Background: an optimization exercise with open tools, aiming at small area and a short achievable clock period. Do not read the settings as production practice.
Function was checked by simulation only, so behaviour that the tests miss may differ from the original.
No activity file was given, so power comes from the tool's default toggle rates.

==> flow/design.v (excerpt) <==
module aoc_dial_top (
	output wire [15:0] result_part1,
	output wire [15:0] result_part2,
	input wire [7:0] character,
	input wire enable_character,
	input wire clk,
	input wire rst
);
clock: 19.0 ns
lec_check: 0
abc_area: 1
cap_margin: 20
core_margin: 2
core_utilization: 40
slew_margin: 20
standard.sh (not shown) runs the stock make flow with config.mk's settings and CLKGATE_MAP_FILE= SYNTH_SCRIPT=/design/flow/synth_recipe.tcl, a recipe that flattens the netlist after the stock synthesis.
==> flow/flow/run.sh <==
#!/bin/bash
# Standard layout, with plain buffers on the ports instead of the delay
# buffers buffer_ports picks by default, and a clock tree of small buffers
# without dummy loads.
set -e
export BUFFER_PORTS_ARGS="-buffer_cell sky130_fd_sc_hd__buf_2"
export CTS_ARGS="-sink_clustering_enable -repair_clock_nets -buf_list sky130_fd_sc_hd__clkbuf_8 -dont_use_dummy_load"
export SETUP_SLACK_MARGIN=13.4
bash standard.sh > standard.log 2>&1
The baseline finished clean.
Edit:
==> flow/flow/run.sh (replaced) <==
#!/bin/bash
# Standard layout, with plain buffers on the ports instead of the delay
# buffers buffer_ports picks by default, and a clock tree of small buffers
# without dummy loads.
set -e
export BUFFER_PORTS_ARGS="-buffer_cell sky130_fd_sc_hd__buf_1"
export CTS_ARGS="-sink_clustering_enable -repair_clock_nets -buf_list sky130_fd_sc_hd__clkbuf_4 -dont_use_dummy_load"
export SETUP_SLACK_MARGIN=13.4
bash standard.sh > standard.log 2>&1
Synthesized area stays the same.
Maximum frequency drops by 1.9%.
Sequential share of layout area climbs by 0.38 points.
Worst setup slack is worse by 0.10 ns.
Hold slack is about the same.
Die area stays the same.
Sequential cell count does not change.
Clock-buffer cell count stays the same.
Edit:
==> flow/flow/run.sh (replaced) <==
#!/bin/bash
# The standard flow's layout (standard.sh) with three changes to how it is made:
# - synthesis is the standard flow's script, with ABC mapping by flow/abc_area.script
#   (registers are untouched: they are mapped before ABC runs);
# - plain buffers on the ports instead of the delay buffers buffer_ports
#   picks by default;
# - a clock tree of clkbuf_8 without dummy loads.
set -e
W=$PWD
export BUFFER_PORTS_ARGS="-buffer_cell sky130_fd_sc_hd__buf_2"
export CTS_ARGS="-sink_clustering_enable -repair_clock_nets -buf_list sky130_fd_sc_hd__clkbuf_8 -dont_use_dummy_load"
{
	echo "proc abc {args} { set i [lsearch \$args -script]; if {\$i >= 0} { lset args [expr {\$i + 1}] $W/flow/abc_area.script }; yosys abc {*}\$args }"
	cat synth_recipe.tcl
} > flow_synth.tcl
sed "s#SYNTH_SCRIPT=[^ ]*#SYNTH_SCRIPT=$W/flow_synth.tcl#" standard.sh > standard_flow_synth.sh
bash standard_flow_synth.sh synth > synth.log 2>&1
export SETUP_SLACK_MARGIN=13.3
bash standard.sh > standard.log 2>&1
==> flow/flow/abc_area.script (new file) <==
strash
ifraig
scorr
dc2
strash
&get -n
&st
&dch -f
&nf -R 1000
&put
topo
stime -c
upsize -c
dnsize -c
After rerunning: Routed wire length went down by roughly a tenth; final cell count falls by about a fifth; final area shrinks slightly; maximum frequency fell by roughly a tenth; first-iteration DRC count came out lower by well over a third; sequential power climbs by a few percent; area after synthesis shrinks by roughly a tenth.

========
## the reference run
The RTL this note starts from:
==> flow/design.v <==
module assignment6 (
	output reg [15:0] result1,
	output reg [15:0] result2,
	input wire [7:0] character,
	input wire enable_character,
	input wire clk,
	input wire rst
);
	reg direction;           
	reg [9:0] q;
	reg [3:0] r1, r0;
	reg [3:0] d1, d0;
	function [3:0] nines(input [3:0] x);
		nines = {~(x[3] | x[2] | x[1]), x[2] ^ x[1], x[1], ~x[0]};
	endfunction
	function [3:0] tab10(input [3:0] x, input [39:0] t);
		integer i;
		begin
			tab10 = 4'd0;
			for (i = 0; i < 10; i = i + 1)
				tab10 = tab10 | ({4{x == i}} & t[4 * i +: 4]);
		end
	endfunction
	function [3:0] bcdsub(input [3:0] x, input [3:0] y);
		reg [4:0] t;
		begin
			t = {1'b0, x} - {1'b0, y};
			bcdsub = t[4] ? t[3:0] + 4'd10 : t[3:0];
		end
	endfunction
	function [4:0] bcdadd(input [3:0] x, input [3:0] y, input ci);
		reg [4:0] t;
		begin
			t = {1'b0, x} + {1'b0, y} + {4'd0, ci};
			bcdadd = t > 5'd9 ? {1'b1, t[3:0] + 4'd6} : t;
		end
	endfunction
	function [10:0] skadd10(input [9:0] a, input [9:0] b, input ci);
		reg [9:0] g, p, gg, pp;
		reg [10:0] c;
		integer i, l, j;
		begin
			g = a & b;
			p = a ^ b;
			gg = g;
			pp = p;
			for (l = 0; l < 4; l = l + 1)
				for (i = 0; i < 10; i = i + 1)
					if ((i >> l) & 1) begin
						j = ((i >> (l + 1)) << (l + 1)) + (1 << l) - 1;
						gg[i] = gg[i] | (pp[i] & gg[j]);
						pp[i] = pp[i] & pp[j];
					end
			c[0] = ci;
			for (i = 1; i <= 10; i = i + 1)
				c[i] = gg[i - 1] | (pp[i - 1] & ci);
			skadd10 = {c[10], p ^ c[9:0]};
		end
	endfunction
	wire is_digit = character[7:4] == 4'h3 && (!character[3] || character[2:1] == 2'b00);
	wire is_lr = character == "L" || character == "R";
	wire is_nl = character == 8'h0a;
	wire [3:0] dg = character[3:0];
	wire [3:0] rlo = r0;
	wire [7:0] r = {r1, r0};
	wire [10:0] gt;     
	wire [9:1] tie;     
	assign gt[0] = 1'b1;
	assign gt[1] = q > 10'd65  || (q == 10'd65  && r > 8'h53);
	assign gt[2] = q > 10'd131 || (q == 10'd131 && r > 8'h07);
	assign gt[3] = q > 10'd196 || (q == 10'd196 && r > 8'h60);
	assign gt[4] = q > 10'd262 || (q == 10'd262 && r > 8'h14);
	assign gt[5] = q > 10'd327 || (q == 10'd327 && r >= 8'h68);    
	assign gt[6] = q > 10'd393 || (q == 10'd393 && r > 8'h21);
	assign gt[7] = q > 10'd458 || (q == 10'd458 && r > 8'h75);
	assign gt[8] = q > 10'd524 || (q == 10'd524 && r > 8'h28);
	assign gt[9] = q > 10'd589 || (q == 10'd589 && r > 8'h82);
	assign gt[10] = 1'b0;
	assign tie[1] = q == 10'd65  && r == 8'h53;
	assign tie[2] = q == 10'd131 && r == 8'h07;
	assign tie[3] = q == 10'd196 && r == 8'h60;
	assign tie[4] = q == 10'd262 && r == 8'h14;
	assign tie[5] = 1'b0;
	assign tie[6] = q == 10'd393 && r == 8'h21;
	assign tie[7] = q == 10'd458 && r == 8'h75;
	assign tie[8] = q == 10'd524 && r == 8'h28;
	assign tie[9] = q == 10'd589 && r == 8'h82;
	wire [3:0] dj =
		({4{tie[1]}} & 4'd6) | ({4{tie[2]}} & 4'd2) | ({4{tie[3]}} & 4'd8) |
		({4{tie[4]}} & 4'd4) | ({4{tie[6]}} & 4'd6) | ({4{tie[7]}} & 4'd2) |
		({4{tie[8]}} & 4'd8) | ({4{tie[9]}} & 4'd4);
	wire e = (|tie) && dg >= dj;
	wire [3:0] nr0_j = dg - dj;
	wire [9:0] sel;
	genvar gi;
	generate
		for (gi = 0; gi <= 9; gi = gi + 1) begin : g_sel
			assign sel[gi] = gt[gi] && !gt[gi + 1];
		end
	endgenerate
	wire [9:0] nak =
		({10{sel[0]}} & ~10'd0)   | ({10{sel[1]}} & ~10'd655) | ({10{sel[2]}} & ~10'd286) |
		({10{sel[3]}} & ~10'd942) | ({10{sel[4]}} & ~10'd573) | ({10{sel[5]}} & ~10'd204) |
		({10{sel[6]}} & ~10'd860) | ({10{sel[7]}} & ~10'd491) | ({10{sel[8]}} & ~10'd122) |
		({10{sel[9]}} & ~10'd778);
	wire [3:0] bk1 =
		({4{sel[1]}} & 4'd3) | ({4{sel[2]}} & 4'd7) | ({4{sel[4]}} & 4'd4) |
		({4{sel[5]}} & 4'd8) | ({4{sel[6]}} & 4'd1) | ({4{sel[7]}} & 4'd5) |
		({4{sel[8]}} & 4'd8) | ({4{sel[9]}} & 4'd2);
	wire [3:0] bk0 =
		({4{sel[1]}} & 4'd6) | ({4{sel[2]}} & 4'd2) | ({4{sel[3]}} & 4'd8) |
		({4{sel[4]}} & 4'd4) | ({4{sel[6]}} & 4'd6) | ({4{sel[7]}} & 4'd2) |
		({4{sel[8]}} & 4'd8) | ({4{sel[9]}} & 4'd4);
	wire [9:0] y0m1 = {q[6:0], 3'b000} + {q[8:0], 1'b0} + {6'd0, r1} + nak;
	wire [9:0] y0 = y0m1 + 10'd1;
	wire b0k = dg < bk0;
	wire borrow_k = rlo < bk1 || (rlo == bk1 && b0k);
	wire [9:0] nq_k = borrow_k ? y0m1 : y0;
	wire [3:0] nr0_k = bcdsub(dg, bk0);
	wire [3:0] nr1_k = b0k ? bcdsub(rlo, bk1 + 4'd1) : bcdsub(rlo, bk1);
	wire [9:0] n_q = e ? 10'd0 : nq_k;
	wire [3:0] n_r1 = e ? 4'd0 : nr1_k;
	wire [3:0] n_r0 = e ? nr0_j : nr0_k;
	wire r_gt68 = r > 8'h68;
	wire r_gt36 = r > 8'h36;
	wire ge = gt[5];                                   
	wire flip = q > 10'd327 || (q == 10'd327 && r_gt68);    
	wire nz = q != 10'd0 || r != 8'h00;
	wire neg = direction ? ge : (nz && !flip);
	wire [3:0] f0 = tab10(r0, {4'd7, 4'd8, 4'd9, 4'd0, 4'd1, 4'd2, 4'd3, 4'd4, 4'd5, 4'd6});
	wire r0_gt6 = r0 > 4'd6;
	wire [3:0] f1 = r0_gt6 ? tab10(r1, {4'd3, 4'd4, 4'd5, 4'd6, 4'd7, 4'd8, 4'd9, 4'd0, 4'd1, 4'd2})
	                       : tab10(r1, {4'd4, 4'd5, 4'd6, 4'd7, 4'd8, 4'd9, 4'd0, 4'd1, 4'd2, 4'd3});
	wire [3:0] rm1 = flip ? f1 : r1;
	wire [3:0] rm0 = flip ? f0 : r0;
	wire d_nz = d0 != 4'd0 || d1 != 4'd0;
	wire d0_nz = d0 != 4'd0;
	wire [3:0] md0 = d0_nz ? 4'd10 - d0 : 4'd0;
	wire [3:0] md1 = d0_nz ? nines(d1) : (d1 != 4'd0 ? 4'd10 - d1 : 4'd0);
	wire [3:0] v1 = neg ? d1 : md1;
	wire [3:0] v0 = neg ? d0 : md0;
	wire rm_ge_v = rm1 > v1 || (rm1 == v1 && rm0 >= v0);
	wire nd_zero = rm1 == v1 && rm0 == v0;
	wire hit = d_nz && rm_ge_v;
	wire [3:0] o1 = neg ? nines(rm1) : rm1;
	wire [3:0] o0 = neg ? nines(rm0) : rm0;
	wire [4:0] u0 = bcdadd(d0, o0, neg);
	wire [4:0] u1 = bcdadd(d1, o1, u0[4]);
	wire turn = enable_character && is_nl;
	wire [9:0] xa = result2[9:0];
	wire [9:0] xb = q ^ {10{flip}};
	wire [9:0] xc = {10{flip}} & 10'd655;
	wire [9:0] cs_s = xa ^ xb ^ xc;
	wire [10:0] cs_c = {(xa & xb) | (xa & xc) | (xb & xc), flip && !r_gt36};
	wire [10:0] lo = skadd10(cs_s, cs_c[9:0], hit);
	wire up = lo[10] ^ cs_c[10] ^ flip;
	wire [5:0] hi_inc = result2[15:10] + 6'd1;
	wire [15:0] res2_next = {up ? hi_inc : result2[15:10], lo[9:0]};
	wire [15:0] res1_next = result1 + 16'd1;
	wire ld_a = rst || (enable_character && !is_lr);
	wire clr_a = rst || !is_digit;
	wire ld_t = rst || turn;
	wire ld_1 = rst || (turn && nd_zero);
	always @(posedge clk) begin
		if (enable_character && is_lr)
			direction <= character[4];    
		if (ld_a) begin
			q <= clr_a ? 10'd0 : n_q;
			r1 <= clr_a ? 4'd0 : n_r1;
			r0 <= clr_a ? 4'd0 : n_r0;
		end
		if (ld_t) begin
			d1 <= rst ? 4'd5 : u1[3:0];
			d0 <= rst ? 4'd0 : u0[3:0];
			result2 <= rst ? 16'd0 : res2_next;
		end
		if (ld_1)
			result1 <= rst ? 16'd0 : res1_next;
	end
endmodule
module aoc_dial_top (
	output wire [15:0] result_part1,
	output wire [15:0] result_part2,
	input wire [7:0] character,
	input wire enable_character,
	input wire clk,
	input wire rst
);
	assignment6 m_dial (result_part1, result_part2, character, enable_character, clk, rst);
endmodule
==> flow/config.mk <==
export PLATFORM = sky130hd
export DESIGN_NAME = aoc_dial_top
export DESIGN_NICKNAME = aoc_dial_top
export VERILOG_FILES = /design/flow/design.v
export SDC_FILE = /design/flow/constraint.sdc
export NUM_CORES = 4
export LEC_CHECK = 0
export ABC_AREA = 1
export CAP_MARGIN = 20
export CORE_MARGIN = 2
export CORE_UTILIZATION = 40
export SLEW_MARGIN = 20
==> flow/constraint.sdc <==
create_clock -name core_clock -period 19.0 [get_ports {clk}]
set_input_delay 3.8000 -clock core_clock [delete_from_list [all_inputs] [get_ports {clk}]]
set_output_delay 3.8000 -clock core_clock [all_outputs]
set_load 0.01 [all_outputs]
==> flow/flow/run.sh <==
#!/bin/bash
# Standard layout, with plain buffers on the ports instead of the delay
# buffers buffer_ports picks by default, and a clock tree of small buffers
# without dummy loads.
set -e
export BUFFER_PORTS_ARGS="-buffer_cell sky130_fd_sc_hd__buf_2"
export CTS_ARGS="-sink_clustering_enable -repair_clock_nets -buf_list sky130_fd_sc_hd__clkbuf_8 -dont_use_dummy_load"
export SETUP_SLACK_MARGIN=13.5
bash standard.sh > standard.log 2>&1
Changes in the trial run relative to the reference run:
==> flow/flow/run.sh <==
#!/bin/bash
# Standard layout, with plain buffers on the ports instead of the delay
# buffers buffer_ports picks by default.
set -e
export BUFFER_PORTS_ARGS="-buffer_cell sky130_fd_sc_hd__buf_2"
bash standard.sh > standard.log 2>&1
### Flow results
- The trial run reached the end of the flow, and the finished layout is clean on the timing, design-rule and antenna checks.
- The largest net degree at the start of global routing was comparable across the reference run and the trial run.
- Design area was higher in the reference run than in the trial run.
- When the final numbers for the reference run and the trial run were put side by side, the routed length on met2 turned out to be greater in the reference run.
- The trial run — post-route fraction of the period consumed by the critical path 2.8 points higher, the reference run as reference
- Between the reference run and the trial run, cell area power density is higher for the trial run, the reference run comes in under that.
- The trial run vs. the reference run: CTS clock-pin slew for the worst setup and hold paths roughly the same, first-pass GRT wire length lower.

========
Starts from the design.v that is shown in full above.
export LEC_CHECK = 0
export ABC_AREA = 1
export CAP_MARGIN = 20
export CORE_MARGIN = 2
export CORE_UTILIZATION = 40
export SLEW_MARGIN = 20
create_clock -name core_clock -period 19.0 [get_ports {clk}]
==> flow/flow/run.sh <==
#!/bin/bash
# The standard flow's layout (standard.sh) with three changes to how it is made:
# - synthesis is the standard flow's script, with ABC mapping by flow/abc_area.script
#   (registers are untouched: they are mapped before ABC runs);
# - plain buffers on the ports instead of the delay buffers buffer_ports
#   picks by default;
# - a clock tree of clkbuf_8 without dummy loads.
set -e
W=$PWD
export BUFFER_PORTS_ARGS="-buffer_cell sky130_fd_sc_hd__buf_2"
export CTS_ARGS="-sink_clustering_enable -repair_clock_nets -buf_list sky130_fd_sc_hd__clkbuf_8 -dont_use_dummy_load"
{
	echo "proc abc {args} { set i [lsearch \$args -script]; if {\$i >= 0} { lset args [expr {\$i + 1}] $W/flow/abc_area.script }; yosys abc {*}\$args }"
	cat synth_recipe.tcl
} > flow_synth.tcl
sed "s#SYNTH_SCRIPT=[^ ]*#SYNTH_SCRIPT=$W/flow_synth.tcl#" standard.sh > standard_flow_synth.sh
bash standard_flow_synth.sh synth > synth.log 2>&1
export SETUP_SLACK_MARGIN=13.3
bash standard.sh > standard.log 2>&1
==> flow/flow/abc_area.script <==
strash
ifraig
scorr
dc2
strash
&get -n
&st
&dch -f
&nf -R 1000
&put
topo
stime -c
upsize -c
dnsize -c
Edit:
Settings changed: CORE_UTILIZATION 40 to 60, PLACE_DENSITY set to 0.7.
Effect:
- wire length climbs by 12%
- final cell count drops by 5.2%
- sequential power hardly moves
- critical path depth is unchanged
- via count climbs by 9.3%
Edit:
--- a/flow/flow/run.sh
+++ b/flow/flow/run.sh
@@ -18,0 +19 @@
+export SETUP_MOVE_SEQUENCE="unbuffer,sizeup,swap"
Settings changed: CORE_UTILIZATION 60 to 40, PLACE_DENSITY 0.7 to unset.
Effect: First-iteration DRC count fell by about 64%. Area after synthesis is unchanged. Power went down by about 13%. Routed wire length drops by about 17%. Sequential cell count does not change. Count of clock-buffer cells in the layout is unchanged. Combinational power fell by about 20%. Die area came out higher by about 50%.

==> separate check: timing with driven ports <==
In the flow no input, the clock included, has a driving cell. The finished layouts below were timed again as built, in two steps.
Step 1: set_driving_cell puts a clkbuf_16 on clk and a buf_2 on each other input, an assumption about the parent block.
Step 2 times the ports against the registers' clock, not the clock port: input delays grow and output delays shrink by t, the midpoint of the rising clock arrivals with the driver on.
Slacks: ideal ports / drivers / drivers and shift; pairs: ideal ports / drivers.
run	shift t [ns]	setup WS [ns]	cell pins on the clock port's net
the first run of note 1	0.370	13.628 / 13.638 / 13.268	1
the second run of note 1	0.423	13.526 / 13.540 / 13.117	1
the third run of note 1	0.402	12.948 / 12.948 / 12.948	1
the reference run	0.391	13.298 / 13.279 / 12.888	1
the trial run	0.367	12.769 / 12.783 / 12.415	1
the first run of note 3	0.389	13.280 / 13.280 / 12.919	1
the second run of note 3	0.378	13.085 / 13.082 / 12.704	1
the third run of note 3	0.391	12.914 / 12.914 / 12.742	1
After both steps every run listed still meets setup and hold. For the reference run, which loses most, drivers alone change the setup slack by -0.019 ns; drivers and shift together by -0.410 ns.
